Context: an optimization exercise on an open-source flow, tuned for small area. The choices shown serve that exercise and are no tape-out recipe. The RTL was checked by simulation tests, not by an equivalence proof against the original design. Power and IR drop assume default switching activity.

## flow/run.sh

```bash
#!/bin/bash
# synth_recipe.tcl (not shown) runs the flow's synth.tcl, then flattens the netlist and writes it again
# the make line also repeats each setting of config.mk as NAME=value (left out here)
make -C /OpenROAD-flow-scripts/flow DESIGN_CONFIG=/design/flow/config.mk WORK_HOME=/design/flow/orfs CLKGATE_MAP_FILE= SYNTH_SCRIPT=/design/flow/synth_recipe.tcl finish
```

## flow/config.mk

```make
export PLATFORM = sky130hd
export DESIGN_NAME = riscv_pipeline
export DESIGN_NICKNAME = riscv_pipeline
export VERILOG_FILES = /design/flow/design.v
export SDC_FILE = /design/flow/constraint.sdc
export NUM_CORES = 4
export LEC_CHECK = 0
export CAP_MARGIN = 20
export CORE_MARGIN = 2
export CORE_UTILIZATION = 40
export SLEW_MARGIN = 20
```

## flow/constraint.sdc

```tcl
create_clock -name core_clock -period 20.0 [get_ports {clk}]
set_input_delay 4.0000 -clock core_clock [delete_from_list [all_inputs] [get_ports {clk}]]
set_output_delay 4.0000 -clock core_clock [all_outputs]
set_load 0.01 [all_outputs]
```

## flow/design.v

```verilog
module riscv_pipeline (
    input clk,
    input rst,
    output [31:0] inst_adr,
    input [31:0] inst,
    output mem_read,
    output mem_write,
    output [3:0] data_out_mask,
    input  [31:0] data_in,
    output [31:0] data_adr,
    output [31:0] data_out
);
    integer k;
    reg  [31:0] pc;
    reg  [31:0] d_pc;           
    reg  [31:1] d_ir;
    reg         d_ir0;          
    reg  [31:0] e_a, e_b, e_sd;  
    reg  [4:0]  e_rd;
    reg  [2:0]  e_fn;
    reg         e_alt;
    reg         e_regw, e_memr, e_memw;
    reg  [31:0] m_y, m_sd;      
    reg  [4:0]  m_rd;
    reg  [2:0]  m_f3;
    reg         m_regw, m_memr, m_memw;
    reg  [31:1] rf_v;           
    wire [1023:32] rf_q;       
    wire [31:0] ir = {d_ir, d_ir0};
    wire [6:0] opc = ir[6:0];
    wire [2:0] f3  = ir[14:12];
    wire [6:0] f7  = ir[31:25];
    wire [4:0] rs1 = ir[19:15];
    wire [4:0] rs2 = ir[24:20];
    wire [4:0] rd  = ir[11:7];
    wire op_lui   = opc == 7'b0110111;
    wire op_auipc = opc == 7'b0010111;
    wire op_jal   = opc == 7'b1101111;
    wire op_jalr  = opc == 7'b1100111 && f3 == 3'b000;
    wire op_br    = opc == 7'b1100011 && f3[2:1] != 2'b01;
    wire op_load  = opc == 7'b0000011 && f3 != 3'b011 && f3[2:1] != 2'b11;
    wire op_store = opc == 7'b0100011 && (f3 == 3'b000 || f3 == 3'b001 || f3 == 3'b010);
    wire op_imm   = opc == 7'b0010011 &&
                    (f3 == 3'b001 ? f7 == 7'b0000000 :
                     f3 == 3'b101 ? (f7 == 7'b0000000 || f7 == 7'b0100000) : 1'b1);
    wire op_reg   = opc == 7'b0110011 &&
                    (f7 == 7'b0000000 || (f7 == 7'b0100000 && (f3 == 3'b000 || f3 == 3'b101)));
    wire regw = op_lui | op_auipc | op_jal | op_jalr | op_load | op_imm | op_reg;
    reg [31:0] rf1, rf2;
    always @* begin
        rf1 = 32'd0;
        rf2 = 32'd0;
        for (k = 1; k < 32; k = k + 1) begin
            rf1 = rf1 | ({32{rs1 == k && rf_v[k]}} & rf_q[k*32 +: 32]);
            rf2 = rf2 | ({32{rs2 == k && rf_v[k]}} & rf_q[k*32 +: 32]);
        end
    end
    wire [1:0] off = m_y[1:0];
    wire m_byte = m_f3[1:0] == 2'b00;
    wire m_half = m_f3[1:0] == 2'b01;
    wire m_hx   = m_half & ~off[0];
    wire [7:0]  ld_b = off == 2'b00 ? data_in[7:0] : off == 2'b01 ? data_in[15:8] :
                       off == 2'b10 ? data_in[23:16] : data_in[31:24];
    wire [15:0] ld_h = off[1] ? data_in[31:16] : data_in[15:0];
    wire        ld_s = ~m_f3[2] & (m_byte ? ld_b[7] : ld_h[15]);
    wire [31:0] ld   = m_byte ? {{24{ld_s}}, ld_b} :
                       m_hx   ? {{16{ld_s}}, ld_h} : data_in;
    wire [31:0] wb   = m_memr ? ld : m_y;
    assign mem_read  = m_memr;
    assign mem_write = m_memw;
    assign data_adr  = {m_y[31:2], 2'b00};
    assign data_out_mask = m_byte ? (4'b0001 << off) :
                           m_hx   ? (off[1] ? 4'b1100 : 4'b0011) : 4'b1111;
    assign data_out = {m_byte ? m_sd[7:0] : m_hx ? m_sd[15:8] : m_sd[31:24],
                       (m_byte | m_hx) ? m_sd[7:0] : m_sd[23:16],
                       m_byte ? m_sd[7:0] : m_sd[15:8],
                       m_sd[7:0]};
    wire [2:0] fn = (e_memr | e_memw) ? 3'b000 : e_fn;
    wire sub = (fn == 3'b000 & e_alt) | fn == 3'b010 | fn == 3'b011;
    wire [32:0] sum = {1'b0, e_a} + {1'b0, e_b ^ {32{sub}}} + {32'd0, sub};
    wire slt  = (e_a[31] ^ e_b[31]) ? e_a[31] : sum[31];
    wire sltu = ~sum[32];
    wire [31:0] sh_in;
    genvar gi;
    generate
        for (gi = 0; gi < 32; gi = gi + 1) begin : g_rev
            assign sh_in[gi] = fn[2] ? e_a[gi] : e_a[31-gi];
        end
    endgenerate
    wire sh_fill = fn[2] & e_alt & e_a[31];
    wire [31:0] sh_1 = e_b[0] ? {sh_fill, sh_in[31:1]} : sh_in;
    wire [31:0] sh_2 = e_b[1] ? {{2{sh_fill}}, sh_1[31:2]} : sh_1;
    wire [31:0] sh_4 = e_b[2] ? {{4{sh_fill}}, sh_2[31:4]} : sh_2;
    wire [31:0] sh_8 = e_b[3] ? {{8{sh_fill}}, sh_4[31:8]} : sh_4;
    wire [31:0] sh_r = e_b[4] ? {{16{sh_fill}}, sh_8[31:16]} : sh_8;
    wire [31:0] sh_l;
    generate
        for (gi = 0; gi < 32; gi = gi + 1) begin : g_rev2
            assign sh_l[gi] = sh_r[31-gi];
        end
    endgenerate
    reg [31:0] y;
    always @* begin
        case (fn)
            3'b000: y = sum[31:0];
            3'b001: y = sh_l;
            3'b010: y = {31'd0, slt};
            3'b011: y = {31'd0, sltu};
            3'b100: y = e_a ^ e_b;
            3'b101: y = sh_r[31:0];
            3'b110: y = e_a | e_b;
            default: y = e_a & e_b;
        endcase
    end
    wire stall = e_memr & (e_rd == rs1 | e_rd == rs2);
    wire [31:0] fwd1 = (e_regw && e_rd == rs1) ? y : (m_regw && m_rd == rs1) ? wb : rf1;
    wire [31:0] fwd2 = (e_regw && e_rd == rs2) ? y : (m_regw && m_rd == rs2) ? wb : rf2;
    wire uns = f3[1];
    wire eq = fwd1 == fwd2;
    wire lt_r = {fwd1[31] ^ ~uns, fwd1[30:0]} < {fwd2[31] ^ ~uns, fwd2[30:0]};
    wire cond = f3[2] ? (lt_r ^ f3[0]) : (eq ^ f3[0]);
    wire take = op_jal | op_jalr | (op_br & cond);
    wire [31:0] imm_i = {{20{ir[31]}}, ir[31:20]};
    wire [31:0] imm_s = {{20{ir[31]}}, ir[31:25], ir[11:7]};
    wire [31:0] imm_b = {{20{ir[31]}}, ir[7], ir[30:25], ir[11:8], 1'b0};
    wire [31:0] imm_u = {ir[31:12], 12'd0};
    wire [31:0] imm_j = {{12{ir[31]}}, ir[20:13], ir[21], ir[30:21], 1'b0};
    wire is_jalr = ~ir[3] & ir[2];
    wire [31:0] j_base = is_jalr ? rf1 : d_pc;
    wire [31:0] j_off  = ir[2] ? (ir[3] ? imm_j : imm_i) : imm_b;
    wire [31:0] j_sum  = j_base + j_off;
    wire [31:0] j_tgt  = {j_sum[31:1], j_sum[0] & ~is_jalr};
    wire [31:0] a_val = (op_auipc | op_jal | op_jalr) ? d_pc : op_lui ? 32'd0 : fwd1;
    wire [31:0] b_val = (op_jal | op_jalr) ? 32'd4 :
                        (op_lui | op_auipc) ? imm_u :
                        op_store ? imm_s :
                        (op_load | op_imm) ? imm_i : fwd2;
    assign inst_adr = pc;
    always @(posedge clk or posedge rst) begin
        if (rst) begin
            pc <= 32'd0;
            d_ir0 <= 1'b0;
        end else if (!stall) begin
            pc <= take ? j_tgt : {pc[31:2] + 30'd1, pc[1:0]};
            d_ir0 <= inst[0] & ~take;
        end
    end
    always @(posedge clk) begin
        if (!stall) begin
            d_pc <= pc;
            d_ir <= inst[31:1];
        end
    end
    always @(posedge clk or posedge rst) begin
        if (rst) begin
            e_regw <= 1'b0;
            e_memr <= 1'b0;
            e_memw <= 1'b0;
            m_regw <= 1'b0;
            m_memr <= 1'b0;
            m_memw <= 1'b0;
        end else begin
            e_regw <= regw & (rd != 5'd0) & ~stall;
            e_memr <= op_load & ~stall;
            e_memw <= op_store & ~stall;
            m_regw <= e_regw;
            m_memr <= e_memr;
            m_memw <= e_memw;
        end
    end
    always @(posedge clk) begin
        e_a   <= a_val;
        e_b   <= b_val;
        e_sd  <= fwd2;
        e_rd  <= rd;
        e_fn  <= (op_reg | op_imm | op_load | op_store) ? f3 : 3'b000;
        e_alt <= f7[5] & (op_reg | (op_imm & f3 == 3'b101));
        m_y   <= y;
        m_sd  <= e_sd;
        m_rd  <= e_rd;
        m_f3  <= e_fn;
    end
    always @(posedge clk or posedge rst) begin
        if (rst)
            rf_v <= 31'd0;
        else if (m_regw)
            rf_v[m_rd] <= 1'b1;
    end
    generate
        for (gi = 1; gi < 32; gi = gi + 1) begin : g_rf
            reg [31:0] r;
            always @(posedge clk)
                if (m_regw && m_rd == gi)
                    r <= wb;
            assign rf_q[gi*32 +: 32] = r;
        end
    endgenerate
endmodule
```

==> flow_metrics.env <==
export IMPL_ant_nets=0
export IMPL_place_congestion=1.09
export IMPL_path_buf_inv=2
export IMPL_fin_tns_setup_ns=0
export IMPL_cts_setup_buffers=0
export IMPL_power_density_nw_per_um2=91.1
export IMPL_cts_max_level=4
export IMPL_ys_warn_count=1
export IMPL_synthArstFlopShare=0.0538
export IMPL_cts_clk_slew_worst_paths_ns=0.07
export IMPL_crit_fanout=49
export IMPL_regArea_um2=37000
export IMPL_synth_most_common_cell="edfxtp_1"
export IMPL_cp_common_cell="o21ai_0"
export IMPL_rows=146
export IMPL_antenna_found_initial=25
export IMPL_port_buffers=165
export IMPL_dpl_hpwl_um=193000
export IMPL_rsz0062_at_grt="false"
export IMPL_vias_per_cell=7.49
export IMPL_grt_overflow=0
export IMPL_setup_viol_count_final=0
export IMPL_post_route_drc_count=0
export IMPL_crit_type="reg -> reg"
export IMPL_synth_area_leaders="edfxtp_1 50%, dfxtp_1 5.5%, a22oi_1 3.9%"
export IMPL_initialDrtViolationCount=12202
export IMPL_status="complete, no violations"
export IMPL_yosysTopAreaCell="edfxtp_1"
export IMPL_syn_avg_cell_area_um2=12.2
export IMPL_final_nets=5543
export IMPL_synthFlopType="edfxtp_1"
export IMPL_min_path_type="reg -> reg"
export IMPL_layout_drive_gt1_share=0.126
export IMPL_cts_inserted_buffers=135
export IMPL_slowest_delay_ns=0.66
export IMPL_hold_viol=0
export IMPL_syn_area_um2=63900
export IMPL_die_w_um=404
export IMPL_critPathTopFamily="compound AO/OA/AOI/OAI gates"
export IMPL_cts_root_buf="clkbuf_16"
export IMPL_grt_pass1_vias=51350
export IMPL_netlist_top_cells_count="1055 x edfxtp_1, 339 x clkbuf_1, 329 x a22oi_1, 280 x nor2_1, 249 x nand2_1"
export IMPL_multi_input_area_um2=24900
export IMPL_synth_top_cell_area_share=0.496
export IMPL_cts_buffer_depth=3
export IMPL_ys_seq_area_frac=0.578
export IMPL_worst_skew_pair_late_latency_ns=0.81
export IMPL_synthCells=5251
export IMPL_grt_pass1_wl_um=426000
export IMPL_drt_pass1_iter_count=11
export IMPL_drt_total_wl_um=318000
export IMPL_crit_slowest_cell="nand2_2"
export IMPL_power_leakage_uw=0.0256
export IMPL_start_kind="register"
export IMPL_wire_per_inst_um=42.4
export IMPL_drv_cap=0
export IMPL_period_needed_ns=9.58
export IMPL_period_share=0.479
export IMPL_worst_slew_pin_slew_ns=1.19
export IMPL_max_freq_ghz=0.104
export IMPL_drv_slew=0
export IMPL_vias=56187
export IMPL_fillCellCount=14250
export IMPL_critical_path_required_ns=20.66
export IMPL_hold_buffers=0
export IMPL_synth_edf_count=1055
export IMPL_die_h_um=404
export IMPL_tritoncts="yes"
export IMPL_cp_arrival_ns=10.25
export IMPL_worstSetupEndpointType="register"
export IMPL_areaGrowthSynthToFinish_pct=13.8
export IMPL_skew_ns=0.0402
export IMPL_grt_max_degree=74
export IMPL_maxSlewHeadroom=0.207
export IMPL_irDropWorstVdd_mv=0.0652
export IMPL_p_total_uw=6630
export IMPL_grt_usage=0.377
export IMPL_ys_ff_latch=1302
export IMPL_dieArea_um2=163000
export IMPL_cts_resized=0
export IMPL_coreArea_um2=159000
export IMPL_io_pins=168
export IMPL_yosysUniqueCellTypes=95
export IMPL_initial_core_util=0.403
export IMPL_cts_sinks=1302
==> path summary, 6_finish.rpt <==
check,from,endpoint,slack [ns],cells past startpoint
min reg2reg,e_sd[12],m_sd[12],0.33,0
min,e_sd[12],m_sd[12],0.33,0
min in group asynchronous,rst,d_ir0,3.62,2
max in group asynchronous,rst,rf_v[15],15.26,3
max,e_memr,pc[22],10.42,29
max reg2reg,e_memr,pc[22],10.42,29
==> layer usage <==
layer | vias to the layer above | GRT usage | wire length, um | share of wire
met5 | - | 0.0119 | 478 | 0.0015
met4 | 38 | 0.238 | 26600 | 0.084
met3 | 1607 | 0.187 | 59000 | 0.19
met2 | 6124 | 0.508 | 122000 | 0.39
met1 | 27202 | 0.474 | 109000 | 0.34
li1 | 21216 | - | - | -
==> power breakdown <==
part	leakage (uW)	internal (uW)	switching, uW
Clock	0.00215	1450	1120
Sequential	0.0122	3070	150
Combinational	0.0113	320	522
==> stage by stage <==
| step | worst slack [ns] | util | cells | hold slack [ns] | cell area (um2) |
|---|---|---|---|---|---|
| CTS | 10.59 | 0.458 | 7481 | 0.328 | 72700 |
| finish | 10.42 | 0.459 | 7499 | 0.326 | 72800 |
| detailed placement | 9.77 | 0.430 | 7237 | 0.313 | 68300 |
| global placement | 9.81 | 0.430 | 7237 | 0.312 | 68200 |
| floorplan | 11.04 | - | 5252 | 0.310 | 63900 |
| global route | 9.98 | 0.459 | 7487 | 0.332 | 72700 |
==> layout make-up <==
type / instances / share of cell area
Tap cell: 2072 / 0.0356
Inverter: 180 / 0.00932
Multi-Input combinational cell: 3324 / 0.342
Clock buffer: 177 / 0.0503
Timing Repair Buffer: 360 / 0.0431
Sequential cell: 1302 / 0.508
Clock inverter: 67 / 0.0104
Antenna cell: 17 / 0.000585
==> flip-flops by register name, summed over array words and instances (netlist names), 3 cells and up <==
| name | flops |
|---|---|
| pc | 32 |
| d_pc | 32 |
| e_b | 32 |
| rf_v | 31 |
| m_rd | 5 |
| e_sd | 32 |
| e_rd | 5 |
| e_fn | 3 |
| e_a | 32 |
| m_f3 | 3 |
| g_rf.r | 992 |
| m_y | 32 |
| d_ir | 31 |
| m_sd | 32 |
==> placed cells by master (no fill, tap or decap), types with 20 or more instances in the layout <==
| cell | Yosys | layout |
|---|---|---|
| a2111oi_0 | 20 | 20 |
| a211oi_1 | 20 | 20 |
| a21o_1 | 53 | 53 |
| a21oi_1 | 239 | 224 |
| a221oi_1 | 225 | 225 |
| a222oi_1 | 153 | 153 |
| a22o_1 | 247 | 247 |
| a22oi_1 | 329 | 329 |
| and2_1 | 24 | 20 |
| and3_2 | 0 | 47 |
| buf_4 | 42 | 194 |
| clkbuf_1 | 339 | 33 |
| clkbuf_16 | 0 | 138 |
| clkdlybuf4s50_1 | 0 | 165 |
| clkinv_1 | 0 | 22 |
| clkinv_2 | 0 | 21 |
| dfrtp_1 | 70 | 69 |
| dfxtp_1 | 177 | 176 |
| edfxtp_1 | 1055 | 1055 |
| ha_1 | 172 | 172 |
| inv_1 | 179 | 176 |
| mux2_2 | 76 | 76 |
| mux2i_1 | 95 | 95 |
| mux4_2 | 38 | 38 |
| nand2_1 | 249 | 247 |
| nand2b_1 | 22 | 22 |
| nand3_1 | 110 | 109 |
| nand4_1 | 164 | 164 |
| nor2_1 | 280 | 245 |
| nor2_4 | 0 | 33 |
| nor2b_1 | 31 | 30 |
| nor3_1 | 53 | 47 |
| o21ai_0 | 193 | 177 |
| o21bai_1 | 32 | 32 |
| o22ai_1 | 45 | 45 |
| xnor2_1 | 76 | 76 |
| xor2_1 | 41 | 41 |
==> kinds of logic (layout without fill, tap and decap cells) <==
logic type               after synthesis  count (layout)  synth area share
AO/OA/AOI/OAI                       1746            1746             0.206
flip-flops                          1302            1302             0.578
AND/OR/NAND/NOR                     1075            1075            0.0832
buffers and inverters                626             784            0.0403
multiplexers                         210             210            0.0421
adder cells (fa/ha/maj)              174             174            0.0343
XOR/XNOR                             117             117            0.0160
other                                  1              19         0.0000587

[static timing again, ports no longer ideal]
In the flow no input, the clock included, has a driving cell. The finished layout below was timed again as built, in two steps. Step 1: set_driving_cell puts a clkbuf_16 on clk and a buf_2 on each other input, an assumption about the parent block. Step 2 adds t to the input delays and takes it off the output delays; t is the mean of the earliest and latest rising clock arrival at the registers after step 1. Input paths then give back, and output paths get back, about the clock's delay inside the block. a / b / c = ideal / step 1 / step 2; a / b = the first two.
t, ns: 0.869
setup WS [ns]: 10.415 / 10.415 / 9.771
worst hold slack (ns): 0.326 / 0.326 / 0.326
After both steps this run still meets setup and hold. For this run, drivers alone change the setup slack by 0.000 ns; drivers and shift together by -0.644 ns.
